This design comes from an exercise in tuning for small area, a short achievable clock period and few clock cycles per item on the open sky130 flow, not from production work.

== the previous run ==
## multiply
module multiply (clk, prod, fin, mcand, mplier, reset);
	input clk, reset;
	output [63:0] prod;
	output fin;
	input [31:0] mcand, mplier;
	reg first;		 
	reg [1:0] cnt;		 
	reg [32:0] S, C;	 
	reg [11:0] lx, ly;	 
	reg cin;		 
	reg [5:0] e1, e2;	 
	reg [23:0] sh;	 
	assign fin = (cnt == 3);
	wire [35:0] mpx = {4'd0, mplier};
	wire ld = first;	 
	wire [12:0] nxt = ld ? mpx[23:11] : sh[23:11];	 
	wire [32:0] a = S & {33{~ld}} | {1'b1, 32'd0} & {33{ld}};
	wire [32:0] b = C & {33{~ld}};
	wire [33:0] m1 = {2'b00, mcand};
	wire [33:0] m2 = {1'b0, mcand, 1'b0};
	wire [2:0] f0 = {mplier[1], mplier[0], 1'b0};
	wire [2:0] q0 = nxt[2:0];
	wire fs1_0, fs2_0;
	benc ue0 (f0, fs1_0, fs2_0);
	wire s1_0 = e1[0] | first & fs1_0;
	wire s2_0 = e2[0] | first & fs2_0;
	wire ng0 = first ? mplier[1] : sh[1];
	wire [33:0] r0 = (({34{s1_0}} & m1) | ({34{s2_0}} & m2)) ^ {34{ng0}};
	wire [2:0] f1 = {mplier[3], mplier[2], mplier[1]};
	wire [2:0] q1 = nxt[4:2];
	wire fs1_1, fs2_1;
	benc ue1 (f1, fs1_1, fs2_1);
	wire s1_1 = e1[1] | first & fs1_1;
	wire s2_1 = e2[1] | first & fs2_1;
	wire ng1 = first ? mplier[3] : sh[3];
	wire [33:0] r1 = (({34{s1_1}} & m1) | ({34{s2_1}} & m2)) ^ {34{ng1}};
	wire [2:0] f2 = {mplier[5], mplier[4], mplier[3]};
	wire [2:0] q2 = nxt[6:4];
	wire fs1_2, fs2_2;
	benc ue2 (f2, fs1_2, fs2_2);
	wire s1_2 = e1[2] | first & fs1_2;
  ...
==> flow/config.mk <==
export PLATFORM = sky130hd
export DESIGN_NAME = multiply
export DESIGN_NICKNAME = multiply
export VERILOG_FILES = /design/flow/design.v
export SDC_FILE = /design/flow/constraint.sdc
export NUM_CORES = 4
export LEC_CHECK = 0
export CAP_MARGIN = 20
export CORE_MARGIN = 2
export CORE_UTILIZATION = 40
export SETUP_SLACK_MARGIN = 0.5
export SLEW_MARGIN = 20
export SYNTH_HIERARCHICAL = 1
export SYNTH_MINIMUM_KEEP_SIZE = 0
==> flow/constraint.sdc <==
create_clock -name core_clock -period 4.5 [get_ports {clk}]
set_input_delay 0.9000 -clock core_clock [delete_from_list [all_inputs] [get_ports {clk}]]
set_output_delay 0.9000 -clock core_clock [all_outputs]
set_load 0.01 [all_outputs]
standard.sh (not shown) runs the stock make flow with config.mk's settings and CLKGATE_MAP_FILE= SYNTH_SCRIPT=/design/flow/synth_recipe.tcl, a recipe that flattens the netlist after the stock synthesis.
==> flow/flow/run.sh <==
#!/bin/bash
# Standard layout, but with plain buffers on the ports instead of delay cells.
export BUFFER_PORTS_ARGS="-buffer_cell sky130_fd_sc_hd__buf_2"
bash standard.sh > standard.log 2>&1
Modified inputs, the current run compared to the previous run
-- flow/design.v --
<<< the previous run, line 13
	assign fin = (cnt == 3);
	wire [35:0] mpx = {4'd0, mplier};
	wire ld = first;	 
	wire [12:0] nxt = ld ? mpx[23:11] : sh[23:11];	 
	wire [32:0] a = S & {33{~ld}} | {1'b1, 32'd0} & {33{ld}};
>>> the current run, line 13
	assign fin = (cnt == 3);
	wire [35:0] mpx = {4'd0, mplier};
	wire ld = (cnt == 0);	 
	wire [12:0] nxt = ld ? mpx[23:11] : sh[23:11];	 
	wire [32:0] a = S & {33{~ld}} | {1'b1, 32'd0} & {33{ld}};
<<< the previous run, line 547
		cin <= low[12] & ~ld;
		e1 <= reset ? 6'd0 : {q5[1] ^ q5[0], q4[1] ^ q4[0], q3[1] ^ q3[0], q2[1] ^ q2[0], q1[1] ^ q1[0], q0[1] ^ q0[0]};
		e2 <= reset ? 6'd0 : {(q5[2] ^ q5[1]) & ~(q5[1] ^ q5[0]), (q4[2] ^ q4[1]) & ~(q4[1] ^ q4[0]), (q3[2] ^ q3[1]) & ~(q3[1] ^ q3[0]), (q2[2] ^ q2[1]) & ~(q2[1] ^ q2[0]), (q1[2] ^ q1[1]) & ~(q1[1] ^ q1[0]), (q0[2] ^ q0[1]) & ~(q0[1] ^ q0[0])};
		sh <= ld ? mpx[35:12] : {low[11:0], sh[23:12]};
	end
>>> the current run, line 547
		cin <= low[12] & ~ld;
		e1 <= reset ? 6'd0 : {q5[1] ^ q5[0], q4[1] ^ q4[0], q3[1] ^ q3[0], q2[1] ^ q2[0], q1[1] ^ q1[0], q0[1] ^ q0[0]};
		e2 <= reset ? 6'd0 : {(q5 == 3'b100) | (q5 == 3'b011), (q4 == 3'b100) | (q4 == 3'b011), (q3 == 3'b100) | (q3 == 3'b011), (q2 == 3'b100) | (q2 == 3'b011), (q1 == 3'b100) | (q1 == 3'b011), (q0 == 3'b100) | (q0 == 3'b011)};
		sh <= ld ? mpx[35:12] : {low[11:0], sh[23:12]};
	end
<<< the previous run, line 558
	output s1, s2;
	assign s1 = g[1] ^ g[0];
	assign s2 = (g[2] ^ g[1]) & ~(g[1] ^ g[0]);
endmodule
module fa (a, b, c, s, co);
>>> the current run, line 558
	output s1, s2;
	assign s1 = g[1] ^ g[0];
	assign s2 = (g == 3'b100) | (g == 3'b011);
endmodule
module fa (a, b, c, s, co);
[summary]
- NOTE: chip height in the current run exceeds that of the previous run
- Sort the previous run and the current run by proportion of cell area occupied by registers desc -> top: the previous run
- Compared with the previous run, the current run shows a higher layout-stage area growth over the synthesis result.
- On cell area, the current run does worse than the previous run.
- [compare] base=the previous run new=the current run: synthesized cell count was more or less identical; area of the multi-input gates went up by 660 sq um.
- Re ratio of routed vias to standard cells: the current run is 0.42% down on the previous run.
- After detailed routing, the previous run needs less wire than the current run.
- The area share of xor/xnor cells in the synthesized design number comes out lower for the current run vs the previous run.
- The current run: worst hold slack higher than the previous run
Function was not checked in any run of this note: the RTL went through the layout flow alone.

[static timing again, ports no longer ideal]
In the flow no input, the clock included, has a driving cell. The finished layouts below were timed again as built, in two steps.
Step 1 (the two cells are an assumption about what drives the block):
set clk [get_ports {clk}]
set_driving_cell -lib_cell sky130_fd_sc_hd__clkbuf_16 $clk
set_driving_cell -lib_cell sky130_fd_sc_hd__buf_2 [delete_from_list [all_inputs] $clk]
Step 2 also shifts input and output timing later by t, the mid clock arrival at the registers, as if the neighbouring blocks saw the same clock.
a / b / c = ideal ports / drivers / drivers and shift; a / b = the first two.
| run | t (ns) | setup WS [ns] | slew at the worst register clock pin (ns) |
|---|---|---|---|
| the previous run | 0.480 | 0.474 / 0.421 / 0.246 | 0.07 / 0.07 |
| the current run | 0.503 | 0.467 / 0.411 / 0.091 | 0.07 / 0.07 |
After both steps every run listed still meets setup and hold. For the current run, which loses most, drivers alone change the setup slack by -0.056 ns; drivers and shift together by -0.376 ns.
